Background: an optimization exercise with open tools, aiming at small area. Do not read the settings as production practice.
Function was checked by simulation only, so behaviour that the tests miss may differ from the original.
Power is estimated from default activity; no workload was simulated.

===== flow/config.mk =====
export PLATFORM = sky130hd
export DESIGN_NAME = IMAGE_PROCESSOR
export DESIGN_NICKNAME = IMAGE_PROCESSOR
export VERILOG_FILES = /design/flow/design.v
export SDC_FILE = /design/flow/constraint.sdc
export NUM_CORES = 4
export LEC_CHECK = 0
export CAP_MARGIN = 20
export CORE_MARGIN = 2
export CORE_UTILIZATION = 40
export SLEW_MARGIN = 20

===== flow/constraint.sdc =====
create_clock -name core_clock -period 7.5 [get_ports {CLK}]
set_input_delay 1.5000 -clock core_clock [delete_from_list [all_inputs] [get_ports {CLK}]]
set_output_delay 1.5000 -clock core_clock [all_outputs]
set_load 0.01 [all_outputs]

===== flow/design.v =====
module IMAGE_PROCESSOR (
	PIXEL_IN,
	CLK,
	VGA_PIXEL_X,
	VGA_PIXEL_Y,
	VGA_VSYNC_NEG,
	RESET,
	RESULT
);
input  [7:0] PIXEL_IN;
input        CLK;
input  [9:0] VGA_PIXEL_X;
input  [9:0] VGA_PIXEL_Y;
input        VGA_VSYNC_NEG;
input        RESET;
output [5:0] RESULT;
function [15:0] inc16;
	input [15:0] q;
	input        inc;
	integer i;
	reg t;
	begin
		t = inc;
		for (i = 0; i < 16; i = i + 1) begin
			inc16[i] = q[i] ^ t;
			t = t & q[i];
		end
	end
endfunction
function [7:0] inc8;
	input [7:0] q;
	input       inc;
	integer i;
	reg t;
	begin
		t = inc;
		for (i = 0; i < 8; i = i + 1) begin
			inc8[i] = q[i] ^ t;
			t = t & q[i];
		end
	end
endfunction
function [16:0] sub16;
	input [15:0] a, b;
	integer i;
	reg c;
	begin
		c = 1'b1;
		for (i = 0; i < 16; i = i + 1) begin
			sub16[i] = a[i] ^ ~b[i] ^ c;
			c = (a[i] & ~b[i]) | (c & (a[i] | ~b[i]));
		end
		sub16[16] = c;
	end
endfunction
function gt8;
	input [7:0] a, b;
	integer i;
	reg g;
	begin
		g = 1'b0;
		for (i = 0; i < 8; i = i + 1)
			g = (a[i] & ~b[i]) | (~(a[i] ^ b[i]) & g);
		gt8 = g;
	end
endfunction
wire [2:0] r = PIXEL_IN[7:5];
wire [1:0] b = PIXEL_IN[1:0];
wire blue = b[1] & ((r == 3'd0) | (r == 3'd7) | ((r == 3'd1) & b[0]));
wire red  = (r > 3'd1) && (r > {1'b0, b} + 3'd1);
wire y0 = (VGA_PIXEL_Y == 10'd42);
wire y1 = (VGA_PIXEL_Y == 10'd72);
wire y2 = (VGA_PIXEL_Y == 10'd102);
wire v = VGA_VSYNC_NEG;
reg  last;
wire frame_end = !v && last;
wire restart = v && !last;
reg [15:0] cB, cR, cN;
reg [7:0]  BL0, BL1, BL2, RL0, RL1, RL2;
reg [2:0]  color;
wire       nb0 = v & (blue ^ red);
wire       nb1 = v & !blue & !red;
wire [15:0] cN_inc;
assign cN_inc[0] = cN[0] ^ nb0;
wire        cN_c1 = (cN[0] & nb0) | nb1;
assign cN_inc[15:1] = inc16({1'b0, cN[15:1]}, cN_c1);
wire clr_c = RESET || frame_end;
wire clr_l = RESET || restart;
function [7:0] line_next;
	input [7:0] q;
	input       inc;
	begin
		line_next = clr_l ? {7'd0, inc & restart} : inc8(q, inc);
	end
endfunction
always @(posedge CLK) begin
	cB <= clr_c ? 16'd0 : inc16(cB, v & blue);
	cR <= clr_c ? 16'd0 : inc16(cR, v & red);
	cN <= clr_c ? 16'd0 : cN_inc;
	BL0 <= line_next(BL0, v & blue & y0);
	BL1 <= line_next(BL1, v & blue & y1);
	BL2 <= line_next(BL2, v & blue & y2);
	RL0 <= line_next(RL0, v & red & y0);
	RL1 <= line_next(RL1, v & red & y1);
	RL2 <= line_next(RL2, v & red & y2);
end
always @(posedge CLK) begin
	if (RESET)
		last <= 1'b0;
	else
		last <= v;
end
localparam [15:0] M1 = 16'hFFFF;
wire [16:0] sRB = sub16(cR, cB);    
wire [16:0] sRN = sub16(cR, cN);    
wire [16:0] sBN = sub16(cB, cN);    
wire [15:0] dRB = sRB[15:0], dRN = sRN[15:0], dBN = sBN[15:0];
wire geRB = sRB[16], geRN = sRN[16], geBN = sBN[16];
wire zRB = (dRB == 16'd0), zRN = (dRN == 16'd0), zBN = (dBN == 16'd0);
wire w1 = (cB >= 16'd61536);
wire k1 = (dRB > 16'd4000);
wire c_rb = w1 ? (geRB | k1) : (geRB & k1);
wire c_rn = geRN & !zRN;
wire c_r = (cR > 16'd4000);
wire w4 = (cR >= 16'd1000);
wire k4 = !zRB && (dRB < 16'd1000);
wire ge4 = !geRB | zRB;
wire c_br = w4 ? (ge4 | k4) : (ge4 & k4);
wire w5 = (cN >= 16'd1000);
wire k5 = (dBN > 16'd64536);
wire c_bn = w5 ? (geBN | k5) : (geBN & k5);
wire w6 = (cB >= 16'd65436);
wire k6 = !zBN && (dBN < 16'd65436);
wire ge6 = !geBN | zBN;
wire c_nb = w6 ? (ge6 | k6) : (ge6 & k6);
wire w7 = (cR >= 16'd65436);
wire k7 = !zRN && (dRN < 16'd65436);
wire ge7 = !geRN | zRN;
wire c_nr = w7 ? (ge7 | k7) : (ge7 & k7);
wire is_red  = c_rb && c_rn && c_r;
wire is_blue = c_br && c_bn;
wire is_null = c_nb && c_nr;
always @(posedge CLK) begin
	if (RESET)
		color <= 3'd0;
	else if (frame_end) begin
		if (is_red)
			color <= 3'b001;
		else if (is_blue)
			color <= 3'b010;
		else if (is_null)
			color <= 3'b100;
	end
end
function [2:0] shape_of;
	input [7:0] l0, l1, l2;
	begin
		if (gt8(l1, l0) && gt8(l1, l2))
			shape_of = 3'b001;
		else if (gt8(l1, l0) && gt8(l2, l1))
			shape_of = 3'b100;
		else
			shape_of = 3'b010;
	end
endfunction
wire b_ok = (BL0 > 8'd12) && (BL1 > 8'd22) && (BL2 > 8'd22);
wire r_ok = (RL0 > 8'd12) && (RL1 > 8'd22) && (RL2 > 8'd22);
wire [2:0] shape = b_ok ? shape_of(BL0, BL1, BL2) :
                   r_ok ? shape_of(RL0, RL1, RL2) : 3'b000;
assign RESULT = {color, shape};
endmodule

===== flow/run.sh =====
#!/bin/bash
# synth_recipe.tcl (not shown) runs the flow's synth.tcl, then flattens the netlist and writes it again
# the make line also repeats each setting of config.mk as NAME=value (left out here)
make -C /OpenROAD-flow-scripts/flow DESIGN_CONFIG=/design/flow/config.mk WORK_HOME=/design/flow/orfs CLKGATE_MAP_FILE= SYNTH_SCRIPT=/design/flow/synth_recipe.tcl finish

==> results of run 1 <==
[cells in the mapped netlist (5+ instances only)]
master | number | area [µm²]
ha_1 | 136 | 1700
inv_1 | 103 | 387
dfxtp_1 | 100 | 2000
and3_1 | 49 | 307
fa_1 | 45 | 901
and2_1 | 39 | 244
nor2_1 | 29 | 109
nand2_1 | 25 | 93.8
a21oi_1 | 14 | 70.1
clkbuf_1 | 14 | 52.6
o21ai_0 | 14 | 70.1
nor4_1 | 13 | 81.3
nand3_1 | 11 | 55.1
nand4_1 | 9 | 56.3
o21a_1 | 9 | 67.6
xnor2_1 | 9 | 78.8
o2111ai_1 | 8 | 70.1
a31oi_1 | 6 | 37.5
and3b_1 | 6 | 52.6
o211ai_1 | 5 | 37.5
[layer usage]
layer  wire length (µm)  up-vias  track usage
li1                   -     2524            -
met1               6430     2404        0.195
met2               7280       67        0.297
met3                445       26       0.0374
met4                323        0       0.0584
met5                  0        -            0
[what timing repair did]
item                       4_1_cts  5_1_grt
cloned                           0        0
gates resized for setup          3       12
setup endpoints to repair        1        3
pin swaps                        0        1
[per-stage QoR]
| stage | util | instance area, µm² | setup TNS, ps | power [mW] | hold slack, ps |
|---|---|---|---|---|---|
| 6_report | 0.456 | 7860 | 0 | 1.18 | 467 |
| 5_1_grt | 0.456 | 7860 | 0 | 1.24 | 488 |
| 3_5_place_dp | 0.438 | 7550 | -127 | 0.745 | 461 |
| 4_1_cts | 0.454 | 7830 | 0 | 1.19 | 472 |
| 3_3_place_gp | 0.438 | 7550 | -52.7 | 0.740 | 453 |
| 2_1_floorplan | - | 7040 | 0 | 0.685 | 471 |
[state kept, by name, summed over array words and instances, names as in the netlist]
name   flops
cB        16
cR        16
BL2        8
RL0        8
last       1
RL1        8
color      3
BL1        8
cN        16
BL0        8
RL2        8
[report_power, final]
part / total [mW] / switching [mW] / internal (mW)
Sequential: 0.536 / 0.00239 / 0.534
Clock: 0.438 / 0.205 / 0.233
Combinational: 0.204 / 0.107 / 0.0969
Total: 1.18 / 0.314 / 0.864
[worst max-delay path: stages, from the launching register on]
cell and delay (ps):
dfxtp_1 310, inv_1 60, ha_1 160, fa_1 160
inv_1 60, fa_1 380, fa_2 350, fa_1 380
fa_1 370, inv_1 70, fa_1 150, inv_1 60
fa_2 340, fa_2 350, fa_2 350, fa_2 350
fa_2 350, fa_2 350, fa_1 390, fa_2 360
fa_1 520, nand4_1 90, a211o_1 250, maj3_2 330
or3_1 380, a41o_1 240
[cell usage in the layout (no fill, tap or decap), types with 14 or more instances in the layout]
master	instances
and2_1	39
inv_1	101
o21ai_0	14
clkdlybuf4s50_1	23
fa_1	32
dfxtp_1	100
and3_1	49
nor2_1	29
nand2_1	25
ha_1	136
[kinds of logic (layout without fill, tap and decap cells)]
kind of cell,count (synthesis),in the layout,share of synthesized area
xor gates and xnor gates,10,10,0.0124
DFF,100,100,0.284
and+or+nand+nor,208,208,0.173
adders and majority gates,182,182,0.371
buffers and inverters,118,148,0.0629
AOI/OAI and AO/OA,94,94,0.0963
[cell type report]
| class | instances | area [µm²] | share of cell area |
|---|---|---|---|
| sequential | 100 | 2000 | 0.255 |
| inverter | 104 | 390 | 0.0497 |
| multi-input combinational | 494 | 4650 | 0.591 |
| tap | 225 | 282 | 0.0358 |
| clock buffer | 12 | 246 | 0.0314 |
| timing repair buffer | 28 | 268 | 0.0341 |
| clock inverter | 4 | 25.0 | 0.00318 |
[final timing paths]
kind            start       end  slack, ps  cells past startpoint
min          color[2]  color[2]        470                      2
max             cB[0]  color[0]        250                     25
max reg2reg     cB[0]  color[0]        250                     25
min reg2reg  color[2]  color[2]        470                      2
==> key figures, run 1 <==
Logic synthesis
  – Synth Flop Type: dfxtp_1
  – Ys async rst share: 0
  – Post-Syn Instances: between 700 and 800
  – Sequential fraction of the synthesis area: 0.284
  – Flops & latches, synth: 100
  – Syn nets: 924
  – Post-synth EDFFs: 0
  – Yosys cell types: between 60 and 70
  – YS warnings: 1
  – Cell Area, Synth: approximately 7000 µm²
  – Mean Syn Cell Area: 9.89 µm²

Global routing
  – Gr ovfl total: 0
  – GRT Util Overall: 0.167
  – Vias in the first global route: 5238
  – First-pass GRT wire length: 24500 µm
  – Initial antenna violation count: 0
  – Largest net degree at the start of global routing: 51

Clocking
  – Root Driver: clkbuf_16
  – Clock transition at the registers of the reported paths: 60 ps
  – Total setup buffers inserted after CTS: 0
  – Clock Latency Late Sink: 360 ps
  – Num CTS Buffers: 9
  – Clock sinks: 100
  – H-tree Lvls: 3
  – Clock Tree Buf Depth: 2
  – CTS tree: done
  – Hold-fix buffers, CTS: 0

STA
  – Max Fclk: 138 MHz
  – Tmin final: 7250 ps
  – Final setup violating endpoints: 0
  – Worst setup margin: 250 ps
  – Final period utilization: 0.967
  – Worst Skew: 8.80 ps
  – Slew HR: 0.398
  – Worst slew pin tran: 896 ps
  – RSZ-0062 raised after global routing: no
  – Final Hold Fails: 0
  – Fin. max-slew vios: 0

Critical path
  – CP max FO: 2
  – Critical path arrival: 7500 ps
  – CP startpoint kind: register
  – CP Capture Type: register
  – WS Path Type: register to register
  – Worst Path Required: 7750 ps

Routing
  – Drt drc: 0
  – DR WL/cell: between 10 and 15 µm
  – Iteration-0 DRC Markers: 169
  – Drt first pass iters: 6
  – Vias per std cell: 5.19
  – Vias: roughly 5000
  – Antenna-violating nets left: 0
  – Detailed Route WL: between 10000 and 15000 µm

Cells and area
  – Layout cells sized above 1: 0.0580
  – Layout Cells excl Fill: around 970
  – Final nets: 949
  – Antenna cells: 0
  – Number of fill cells in the layout: 1672
  – P&R area growth vs syn: 11.6%

Floorplan
  – Initial Util: 0.408
  – Core Region: 17200 µm²
  – Die width: approximately 140 µm
  – Die H: 137 µm
  – Die ar.: 18700 µm²
  – Row count: 48
  – Num ports: 37

Pwr
  – Power Density: 150 nW/µm²
  – LEAKAGE: roughly 3.7 nW
  – VDD IR max: about 0.00011 V

Placed design
  – Place WS: -127 ps
  – Cell count after placement: 951
  – RePlAce Congestion: 0.890
  – Post-DP HPWL: approximately 12000 µm
  – Port Buf Inserts: 23

Outcome
  – Status: timing/DRC/antenna clean

Job
  – Max Cap Viol: 0

Min path
  – Tightest Hold Check Type: register to register
==> run 2: changes to the inputs <==
--- a/flow/design.v
+++ b/flow/design.v
@@ -60,14 +60,39 @@
 	begin
 		g = 1'b0;
 		for (i = 0; i < 8; i = i + 1)
-			g = (a[i] & ~b[i]) | (~(a[i] ^ b[i]) & g);
+			g = (a[i] & ~b[i]) | (g & (a[i] | ~b[i]));
 		gt8 = g;
+	end
+endfunction
+function cmp16k;
+	input [15:0] x;
+	input [15:0] k;
+	input        ge;
+	integer i;
+	reg g;
+	begin
+		g = ge;
+		for (i = 0; i < 16; i = i + 1)
+			g = k[i] ? (x[i] & g) : (x[i] | g);
+		cmp16k = g;
+	end
+endfunction
+function cmp8k;
+	input [7:0] x;
+	input [7:0] k;
+	integer i;
+	reg g;
+	begin
+		g = 1'b0;
+		for (i = 0; i < 8; i = i + 1)
+			g = k[i] ? (x[i] & g) : (x[i] | g);
+		cmp8k = g;
 	end
 endfunction
 wire [2:0] r = PIXEL_IN[7:5];
 wire [1:0] b = PIXEL_IN[1:0];
 wire blue = b[1] & ((r == 3'd0) | (r == 3'd7) | ((r == 3'd1) & b[0]));
-wire red  = (r > 3'd1) && (r > {1'b0, b} + 3'd1);
+wire red  = r[2] ? (r[1] | r[0] | !(b[1] & b[0])) : (r[1] & !b[1] & (r[0] | !b[0]));
 wire y0 = (VGA_PIXEL_Y == 10'd42);
 wire y1 = (VGA_PIXEL_Y == 10'd72);
 wire y2 = (VGA_PIXEL_Y == 10'd102);
@@ -116,25 +141,25 @@
 wire [16:0] sBN = sub16(cB, cN);    
 wire [15:0] dRB = sRB[15:0], dRN = sRN[15:0], dBN = sBN[15:0];
 wire geRB = sRB[16], geRN = sRN[16], geBN = sBN[16];
-wire zRB = (dRB == 16'd0), zRN = (dRN == 16'd0), zBN = (dBN == 16'd0);
-wire w1 = (cB >= 16'd61536);
-wire k1 = (dRB > 16'd4000);
+wire zRB = ~|dRB, zRN = ~|dRN, zBN = ~|dBN;
+wire w1 = cmp16k(cB, 16'd61536, 1'b1);
+wire k1 = cmp16k(dRB, 16'd4000, 1'b0);
 wire c_rb = w1 ? (geRB | k1) : (geRB & k1);
 wire c_rn = geRN & !zRN;
-wire c_r = (cR > 16'd4000);
-wire w4 = (cR >= 16'd1000);
-wire k4 = !zRB && (dRB < 16'd1000);
+wire c_r = cmp16k(cR, 16'd4000, 1'b0);
+wire w4 = cmp16k(cR, 16'd1000, 1'b1);
+wire k4 = !zRB && !cmp16k(dRB, 16'd1000, 1'b1);
 wire ge4 = !geRB | zRB;
 wire c_br = w4 ? (ge4 | k4) : (ge4 & k4);
-wire w5 = (cN >= 16'd1000);
-wire k5 = (dBN > 16'd64536);
+wire w5 = cmp16k(cN, 16'd1000, 1'b1);
+wire k5 = cmp16k(dBN, 16'd64536, 1'b0);
 wire c_bn = w5 ? (geBN | k5) : (geBN & k5);
-wire w6 = (cB >= 16'd65436);
-wire k6 = !zBN && (dBN < 16'd65436);
+wire w6 = cmp16k(cB, 16'd65436, 1'b1);
+wire k6 = !zBN && !cmp16k(dBN, 16'd65436, 1'b1);
 wire ge6 = !geBN | zBN;
 wire c_nb = w6 ? (ge6 | k6) : (ge6 & k6);
-wire w7 = (cR >= 16'd65436);
-wire k7 = !zRN && (dRN < 16'd65436);
+wire w7 = cmp16k(cR, 16'd65436, 1'b1);
+wire k7 = !zRN && !cmp16k(dRN, 16'd65436, 1'b1);
 wire ge7 = !geRN | zRN;
 wire c_nr = w7 ? (ge7 | k7) : (ge7 & k7);
 wire is_red  = c_rb && c_rn && c_r;
@@ -163,8 +188,8 @@
 			shape_of = 3'b010;
 	end
 endfunction
-wire b_ok = (BL0 > 8'd12) && (BL1 > 8'd22) && (BL2 > 8'd22);
-wire r_ok = (RL0 > 8'd12) && (RL1 > 8'd22) && (RL2 > 8'd22);
+wire b_ok = cmp8k(BL0, 8'd12) && cmp8k(BL1, 8'd22) && cmp8k(BL2, 8'd22);
+wire r_ok = cmp8k(RL0, 8'd12) && cmp8k(RL1, 8'd22) && cmp8k(RL2, 8'd22);
 wire [2:0] shape = b_ok ? shape_of(BL0, BL1, BL2) :
                    r_ok ? shape_of(RL0, RL1, RL2) : 3'b000;
 assign RESULT = {color, shape};
--- a/flow/config.mk
+++ b/flow/config.mk
@@ -7,5 +7,7 @@
 export LEC_CHECK = 0
 export CAP_MARGIN = 20
 export CORE_MARGIN = 2
-export CORE_UTILIZATION = 40
+export CORE_UTILIZATION = 60
+export CTS_BUF_LIST = sky130_fd_sc_hd__clkbuf_8
+export CTS_CLUSTER_SIZE = 30
 export SLEW_MARGIN = 20
==> run 2 against run 1 <==
- critical endpoint is now color[2]
- combinational power fell by 25%
- hold slack gained 37 ps
- die area decreased by 36%
- clock power is 33% lower
- largest cell class unchanged
- sequential share of layout area is 2.4 points higher
- still clean on timing, DRC and antenna
- design area down 8.5%
==> key figures, run 2 <==
Global routing
  – Gr ovfl total: 0 (unchanged)
  – M1 GR Usage: 0.274 (was 0.195)
  – GRT Util Overall: 0.241 (was 0.167)
  – Largest net degree at the start of global routing: 43 (was 51)
  – Most used routing layer in global routing: met2 (unchanged)
  – Met3 Use GR: 0.0448 (was 0.0374)
  – Vias in the first global route: 4750 (was 5238)
  – Initial antenna violation count: 0 (unchanged)
  – Met2 Usage GRT: 0.448 (was 0.297)
  – First-pass GRT wire length: 21900 µm (was 24500 µm)

Logic synthesis
  – Synth area leader: dfxtp_1 (unchanged)
  – Commonest cells in the netlist: 100 x dfxtp_1, 90 x ha_1, 81 x and2_1 (was 136 x ha_1, 103 x inv_1, 100 x dfxtp_1)
  – Largest family of logic cells by synthesized area: adder cells (unchanged)
  – Adder-Cell Fraction of Synth Area: 0.311 (was 0.371)
  – YS warnings: 1 (unchanged)
  – Synth Flop Type: dfxtp_1 (unchanged)
  – Flops & latches, synth: 100 (unchanged)
  – Post-Syn Instances: 684 (was 712)
  – Mux cell area share after synthesis: 0 (unchanged)
  – Cell Area, Synth: 6620 µm² (was 7040 µm²)
  – Top-count cell post-synth: dfxtp_1 (was ha_1)
  – Post-synth EDFFs: 0 (unchanged)
  – Mean Syn Cell Area: 9.67 µm² (was 9.89 µm²)
  – Syn nets: 850 (was 924)
  – Sequential fraction of the synthesis area: 0.303 (was 0.284)
  – Post-Synth Simple-Gate Area: 0.201 (was 0.173)
  – Synth Area in XOR/XNOR: 0.0119 (was 0.0124)
  – Top cells by area, synth: dfxtp_1 30%, ha_1 17%, fa_1 14%, and2_1 7.7%, inv_1 4.3% (was dfxtp_1 28%, ha_1 24%, fa_1 13%, inv_1 5.5%, and3_1 4.4%)
  – Post-synth top area share: 0.303 (was 0.284)
  – Yosys cell types: 65 (was 61)
  – Ys async rst share: 0 (unchanged)
  – Compound-cell area share of the yosys netlist: 0.122 (was 0.0963)

Placed design
  – Place WS: 72.8 ps (was -127 ps)
  – RePlAce Congestion: 0.869 (was 0.890)
  – Post-DP Area: 6990 µm² (was 7550 µm²)
  – Cell count after placement: 838 (was 951)
  – Port Buf Inserts: 23 (unchanged)
  – Post-DP HPWL: 10800 µm (was 11700 µm)

Routing
  – Iteration-0 DRC Markers: 185 (was 169)
  – Vias: 4846 (was 5021)
  – DR WL/cell: 15.5 µm (was 15.0 µm)
  – Antenna-violating nets left: 0 (unchanged)
  – Drt first pass iters: 4 (was 6)
  – Drt drc: 0 (unchanged)
  – Vias per std cell: 5.69 (was 5.19)
  – Detailed Route WL: 13200 µm (was 14500 µm)

Clocking
  – Root Driver: clkbuf_8 (was clkbuf_16)
  – Clock transition at the registers of the reported paths: 90 ps (was 60 ps)
  – Clock Latency Late Sink: 390 ps (was 360 ps)
  – Clock sinks: 100 (unchanged)
  – Num CTS Buffers: 9 (unchanged)
  – H-tree Lvls: 3 (unchanged)
  – Clock Tree Buf Depth: 2 (unchanged)
  – CTS tree: done (unchanged)

Floorplan
  – Core Region: 10800 µm² (was 17200 µm²)
  – Die ar.: 11900 µm² (was 18700 µm²)
  – Row count: 38 (was 48)
  – Die width: 109 µm (was 137 µm)
  – Num ports: 37 (unchanged)
  – Initial Util: 0.613 (was 0.408)
  – Die H: 109 µm (was 137 µm)

Cells and area
  – Antenna cells: 0 (unchanged)
  – Regs by FF count: cB x16, cN x16, cR x16 (unchanged)
  – P&R area growth vs syn: 8.62% (was 11.6%)
  – Layout cells sized above 1: 0.0534 (was 0.0580)
  – Design area: 7190 µm² (was 7860 µm²)
  – Commonest cells after routing, fill and taps aside: 99 x dfxtp_1, 90 x ha_1, 81 x and2_1, 77 x inv_1, 36 x fa_1 (was 136 x ha_1, 101 x inv_1, 100 x dfxtp_1, 49 x and3_1, 39 x and2_1)
  – Layout Cells excl Fill: 852 (was 967)
  – Utilization after layout: 0.666 (was 0.456)
  – Final nets: 876 (was 949)
  – Most common cell after layout, fill and taps aside: dfxtp_1 (was ha_1)

STA
  – Final setup violating endpoints: 0 (unchanged)
  – Post-route setup TNS: 0 ps (unchanged)
  – Worst setup margin: 288 ps (was 250 ps)
  – Tmin final: 7210 ps (was 7250 ps)
  – Slew HR: 0.539 (was 0.398)
  – Fin. max-slew vios: 0 (unchanged)
  – Worst slew pin tran: 691 ps (was 896 ps)
  – Final Hold Fails: 0 (unchanged)
  – RSZ-0062 raised after global routing: no (unchanged)
  – Worst Skew: 10.1 ps (was 8.80 ps)
  – Max Fclk: 139 MHz (was 138 MHz)
  – Final period utilization: 0.962 (was 0.967)

Critical path
  – Delay of the slowest critical-path stage: 510 ps (was 520 ps)
  – CP startpoint kind: register (unchanged)
  – Critical path arrival: 7470 ps (was 7500 ps)
  – CP max FO: 3 (was 2)
  – Critical path's slowest cell: fa_1 (unchanged)
  – Worst Path Required: 7760 ps (was 7750 ps)
  – CP dominant cell by count: fa_1 (was fa_2)
  – WS Path Type: register to register (unchanged)
  – CP Capture Type: register (unchanged)

Pwr
  – Power Density: 137 nW/µm² (was 150 nW/µm²)
  – Cell Int Power: 0.718 mW (was 0.864 mW)
  – Combinational group share of total power: 0.156 (was 0.173)
  – Clk network pwr share: 0.297 (was 0.372)
  – LEAKAGE: 3.22 nW (was 3.68 nW)
  – VDD IR max: 0.000162 V (was 0.000111 V)
  – Sw Ratio: 0.268 (was 0.267)
  – Flop pwr share: 0.546 (was 0.455)
  – NetSw: 0.263 mW (was 0.314 mW)

Job
  – Max Cap Viol: 0 (unchanged)

Outcome
  – Status: timing/DRC/antenna clean (unchanged)

Min path
  – Tightest Hold Check Type: register to register (unchanged)
run 2: cell count changes after synthesis, sizes merged, moves of 6 or more:
cell,previous run,this run
ha,136,90
and2,39,81
nor2,29,35
nand2b,3,13
o21a,9,1
and3,49,3
inv,104,78
o21ai,15,28
nor2b,4,16
a21oi,14,22
run 2: per-layer routing:
layer,vias up,wire [µm]
li1,2430,-
met1,2339,5560
met2,59,7090
met3,18,296
met4,0,240
met5,-,0
run 2: path summary, 6_finish.rpt:
check	start	end	slack, ps	cells after the start
hold / removal	color[0]	color[0]	500	2
setup / recovery	cR[0]	color[2]	290	28
setup reg to reg	cR[0]	color[2]	290	28
hold reg to reg	color[0]	color[0]	500	2
run 2: layout make-up:
type                       instances  area, µm²
fill                             910       3610
clock buffer                       9        124
tap                              140        175
multi-input combinational        495       4320
inverter                          78        293
sequential                       100       2000
clock inverter                     4       21.3
timing repair buffer              26        253
run 2: through the flow:
step                      hold slack [ps]  total power [mW]
final                                 505             0.981
after global routing                  540              1.03
after global placement                475             0.692
after detailed placement              498             0.696
after CTS                             512             0.985
after floorplan                       483             0.648
run 2: cells by family (layout without fill, tap and decap cells):
kind of cell,Yosys count,after routing
compound gates,117,117
xor+xnor,9,9
fa+ha+maj,138,138
buf+inv,89,117
flops,100,100
simple gates,231,231
run 2: worst max-delay path, delay by kind of cell, from the launching register on:
| family | cells | cell delay, ps |
|---|---|---|
| buf+inv | 5 | 420 |
| flops | 1 | 340 |
| fa+ha+maj | 16 | 5320 |
| simple gates | 4 | 650 |
| compound gates | 3 | 350 |
run 2: power groups by stage:
stage / logic, mW / registers [mW] / clock network (mW)
floorplan: 0.100 / 0.548 / 0
global placement: 0.144 / 0.548 / 0
detailed placement: 0.147 / 0.548 / 0
CTS: 0.148 / 0.536 / 0.301
global route: 0.174 / 0.537 / 0.323
finish: 0.154 / 0.536 / 0.292
run 2: timing repair:
action | 4_1_cts | 5_1_grt
hold buffers | 0 | 0
endpoints found under the setup margin | 0 | 3
resized for setup | 0 | 13
buffers inserted | 0 | 1
==> run 3: changes to the inputs <==
--- a/flow/config.mk
+++ b/flow/config.mk
@@ -7,7 +7,5 @@
 export LEC_CHECK = 0
 export CAP_MARGIN = 20
 export CORE_MARGIN = 2
-export CORE_UTILIZATION = 60
-export CTS_BUF_LIST = sky130_fd_sc_hd__clkbuf_8
-export CTS_CLUSTER_SIZE = 30
+export CORE_UTILIZATION = 40
 export SLEW_MARGIN = 20
==> run 3 against run 2 <==
- final cell count rose by 9.7%
- sequential share of layout area down 0.80 points
- synthesized cell count unchanged
- clock skew shrank 3.2 ps
- still clean on timing, DRC and antenna
- first-iteration DRC count shrank 25%
==> key figures, run 3 <==
Logic synthesis
  – Mean Syn Cell Area: 9.67 µm² (unchanged)
  – Flops & latches, synth: 100 (unchanged)
  – Post-synth top area share: 0.303 (unchanged)
  – Ys async rst share: 0 (unchanged)
  – Syn nets: 850 (unchanged)
  – Commonest cells in the netlist: 100 x dfxtp_1, 90 x ha_1, 81 x and2_1 (unchanged)
  – Yosys cell types: 65 (unchanged)
  – Post-synth EDFFs: 0 (unchanged)
  – Cell Area, Synth: 6620 µm² (unchanged)
  – Top cells by area, synth: dfxtp_1 30%, ha_1 17%, fa_1 14%, and2_1 7.7%, inv_1 4.3% (unchanged)
  – Synth Flop Type: dfxtp_1 (unchanged)
  – Post-Syn Instances: 684 (unchanged)
  – Sequential fraction of the synthesis area: 0.303 (unchanged)
  – YS warnings: 1 (unchanged)
  – Top-count cell post-synth: dfxtp_1 (unchanged)
  – Synth area leader: dfxtp_1 (unchanged)

Global routing
  – Largest net degree at the start of global routing: 46 (was 43)
  – Vias in the first global route: 4808 (was 4750)
  – Gr ovfl total: 0 (unchanged)
  – GRT Util Overall: 0.157 (was 0.241)
  – First-pass GRT wire length: 22300 µm (was 21900 µm)
  – Initial antenna violation count: 0 (unchanged)

Routing
  – Vias per std cell: 5.23 (was 5.69)
  – Vias: 4889 (was 4846)
  – Drt first pass iters: 4 (unchanged)
  – Antenna-violating nets left: 0 (unchanged)
  – Drt drc: 0 (unchanged)
  – Iteration-0 DRC Markers: 139 (was 185)
  – Detailed Route WL: 13300 µm (was 13200 µm)
  – DR WL/cell: 14.2 µm (was 15.5 µm)

Clocking
  – Num CTS Buffers: 9 (unchanged)
  – Clock Latency Late Sink: 350 ps (was 390 ps)
  – H-tree Lvls: 3 (unchanged)
  – Hold-fix buffers, CTS: 0 (unchanged)
  – Clock transition at the registers of the reported paths: 70 ps (was 90 ps)
  – CTS tree: done (unchanged)
  – Clock sinks: 100 (unchanged)
  – Root Driver: clkbuf_16 (was clkbuf_8)
  – Clock Tree Buf Depth: 2 (unchanged)

Cells and area
  – Antenna cells: 0 (unchanged)
  – Most common cell after layout, fill and taps aside: dfxtp_1 (unchanged)
  – Design area: 7390 µm² (was 7190 µm²)
  – Number of fill cells in the layout: 1617 (was 910)
  – Utilization after layout: 0.452 (was 0.666)
  – Layout Cells excl Fill: 935 (was 852)
  – P&R area growth vs syn: 11.8% (was 8.62%)
  – Final nets: 876 (unchanged)
  – Layout cells sized above 1: 0.0517 (was 0.0534)
  – Commonest cells after routing, fill and taps aside: 100 x dfxtp_1, 90 x ha_1, 81 x and2_1, 76 x inv_1, 37 x fa_1 (was 99 x dfxtp_1, 90 x ha_1, 81 x and2_1, 77 x inv_1, 36 x fa_1)
  – Regs by FF count: cB x16, cN x16, cR x16 (unchanged)

STA
  – RSZ-0062 raised after global routing: no (unchanged)
  – Hold_ws: 505 ps (about the same)
  – Worst Skew: 6.86 ps (was 10.1 ps)
  – Post-route setup TNS: 0 ps (unchanged)
  – Slew HR: 0.681 (was 0.539)
  – Max Fclk: 140 MHz (was 139 MHz)
  – Final setup violating endpoints: 0 (unchanged)
  – Fin. max-slew vios: 0 (unchanged)
  – Tmin final: 7130 ps (was 7210 ps)
  – Final Hold Fails: 0 (unchanged)
  – Final period utilization: 0.951 (was 0.962)
  – Worst slew pin tran: 478 ps (was 691 ps)
  – Worst setup margin: 366 ps (was 288 ps)

Job
  – Max Cap Viol: 0 (unchanged)

Outcome
  – Status: timing/DRC/antenna clean (unchanged)

Critical path
  – RR Endpoint: color[2] (unchanged)
  – CP Capture Type: register (unchanged)
  – Worst reg-to-reg setup slack: 370 ps (was 290 ps)
  – WS Path Type: register to register (unchanged)
  – CP dominant cell by count: fa_1 (unchanged)
  – Critical path's slowest cell: fa_1 (unchanged)
  – Worst Path Required: 7730 ps (was 7760 ps)
  – CP startpoint kind: register (unchanged)
  – R2R depth: 27 (was 28)
  – CP max FO: 3 (unchanged)
  – Delay of the slowest critical-path stage: 480 ps (was 510 ps)
  – Launch point of the worst reg-to-reg path: cR[0] (unchanged)
  – Critical path arrival: 7360 ps (was 7470 ps)

Min path
  – End of the worst hold path: color[0] (unchanged)
  – Worst Hold Depth: 2 (unchanged)
  – Tightest Hold Check Type: register to register (unchanged)
  – Origin of the worst min-delay path: color[0] (unchanged)

Floorplan
  – Core Region: 16300 µm² (was 10800 µm²)
  – Die H: 133 µm (was 109 µm)
  – Num ports: 37 (unchanged)
  – Die ar.: 17600 µm² (was 11900 µm²)
  – Row count: 47 (was 38)
  – Initial Util: 0.405 (was 0.613)
  – Die width: 133 µm (was 109 µm)

Pwr
  – NetSw: 0.286 mW (was 0.263 mW)
  – Clk network pwr share: 0.382 (was 0.297)
  – Cell Int Power: 0.830 mW (was 0.718 mW)
  – Power Density: 151 nW/µm² (was 137 nW/µm²)
  – Sw Ratio: 0.257 (was 0.268)
  – Flop pwr share: 0.480 (was 0.546)
  – Combinational group share of total power: 0.138 (was 0.156)
  – VDD IR max: 0.000111 V (was 0.000162 V)
  – LEAKAGE: 3.26 nW (was 3.22 nW)
  – Final Power: 1.12 mW (was 0.981 mW)

Placed design
  – Post-DP HPWL: 10800 µm (about the same)
  – Cell count after placement: 918 (was 838)
  – Post-DP Area: 7090 µm² (was 6990 µm²)
  – Place WS: 210 ps (was 72.8 ps)
  – Port Buf Inserts: 23 (unchanged)
  – RePlAce Congestion: 0.906 (was 0.869)
## run 3: cell counts after synthesis
Identical to the previous run, type by type.
## run 3: per-layer routing
layer / part of all wire / routed length (µm) / vias to the layer above / GRT usage
met4: 0.030 / 393 / 0 / 0.0568
met5: 0 / 0 / - / 0
li1: - / - / 2437 / -
met2: 0.50 / 6590 / 82 / 0.277
met1: 0.45 / 5920 / 2337 / 0.184
met3: 0.029 / 379 / 33 / 0.0429
## run 3: worst max-delay path by stage
stage,start,endpoint,slack (ps),depth (start not counted)
after global routing,cR[0],color[2],9,27
after CTS,cB[0],color[2],210,28
after floorplan,cB[0],color[2],600,28
after detailed placement,cB[0],color[2],210,28
after global placement,cN[0],color[2],270,27
final,cR[0],color[2],370,27
## run 3: area by class of cell
| type | instances | area, µm² | share of cell area |
|---|---|---|---|
| clock buffers | 10 | 229 | 0.0310 |
| clock inverters | 6 | 41.3 | 0.00558 |
| inverters | 78 | 293 | 0.0396 |
| multi-input cells | 495 | 4300 | 0.582 |
| flip-flops and latches | 100 | 2000 | 0.271 |
| well taps | 220 | 275 | 0.0372 |
| repair buffers | 26 | 253 | 0.0342 |
## run 3: critical path: cells and delay by family (launching register included)
kind / cells / cell delay (ps)
AND/OR/NAND/NOR: 4 / 700
flip-flops: 1 / 320
AO/OA/AOI/OAI: 3 / 490
adder cells (fa/ha/maj): 16 / 5270
buffers and inverters: 4 / 260
## run 3: power groups by stage
stage          clock (mW)  combinational [mW]  sequential (mW)
3_5_place_dp            0               0.148            0.548
3_3_place_gp            0               0.144            0.548
2_1_floorplan           0               0.100            0.548
6_report            0.427               0.154            0.536
5_1_grt             0.468               0.172            0.536
4_1_cts             0.442               0.149            0.536
## run 3: cells by family (layout without fill, tap and decap cells)
kind of cell,Yosys count,in the layout,share of synthesized area
buf+inv,89,120,0.0516
fa+ha+maj,138,138,0.311
xor+xnor,9,9,0.0119
simple gates,231,231,0.201
compound gates,117,117,0.122
flops,100,100,0.303
## run 3: timing repair
action,in CTS,in global routing
buffers inserted,0,1
endpoints found under the hold margin,0,0
resized for setup,0,9
endpoints found under the setup margin,0,3

## what the ideal ports hide
Ports are ideal in the flow. The routed layouts listed here were re-timed in OpenROAD.
Step 1, drivers: a clkbuf_16 drives CLK and a buf_2 each remaining input, both assumed.
Step 2 times the ports against the registers' clock, not the clock port: input delays grow and output delays shrink by t, the midpoint of the rising clock arrivals with the driver on.
Three values: no drivers, after step 1, after step 2; two values: the first two.
run | t, ns | slack for setup (ns) | worst setup path at the end | latest minus earliest clock arrival (ns)
run 1 | 0.393 | 0.250 / 0.250 / 0.250 | register to register | 0.009 / 0.009
run 2 | 0.417 | 0.288 / 0.288 / 0.288 | register to register | 0.011 / 0.011
run 3 | 0.389 | 0.366 / 0.366 / 0.366 | register to register | 0.007 / 0.007
After both steps every run listed still meets setup and hold.
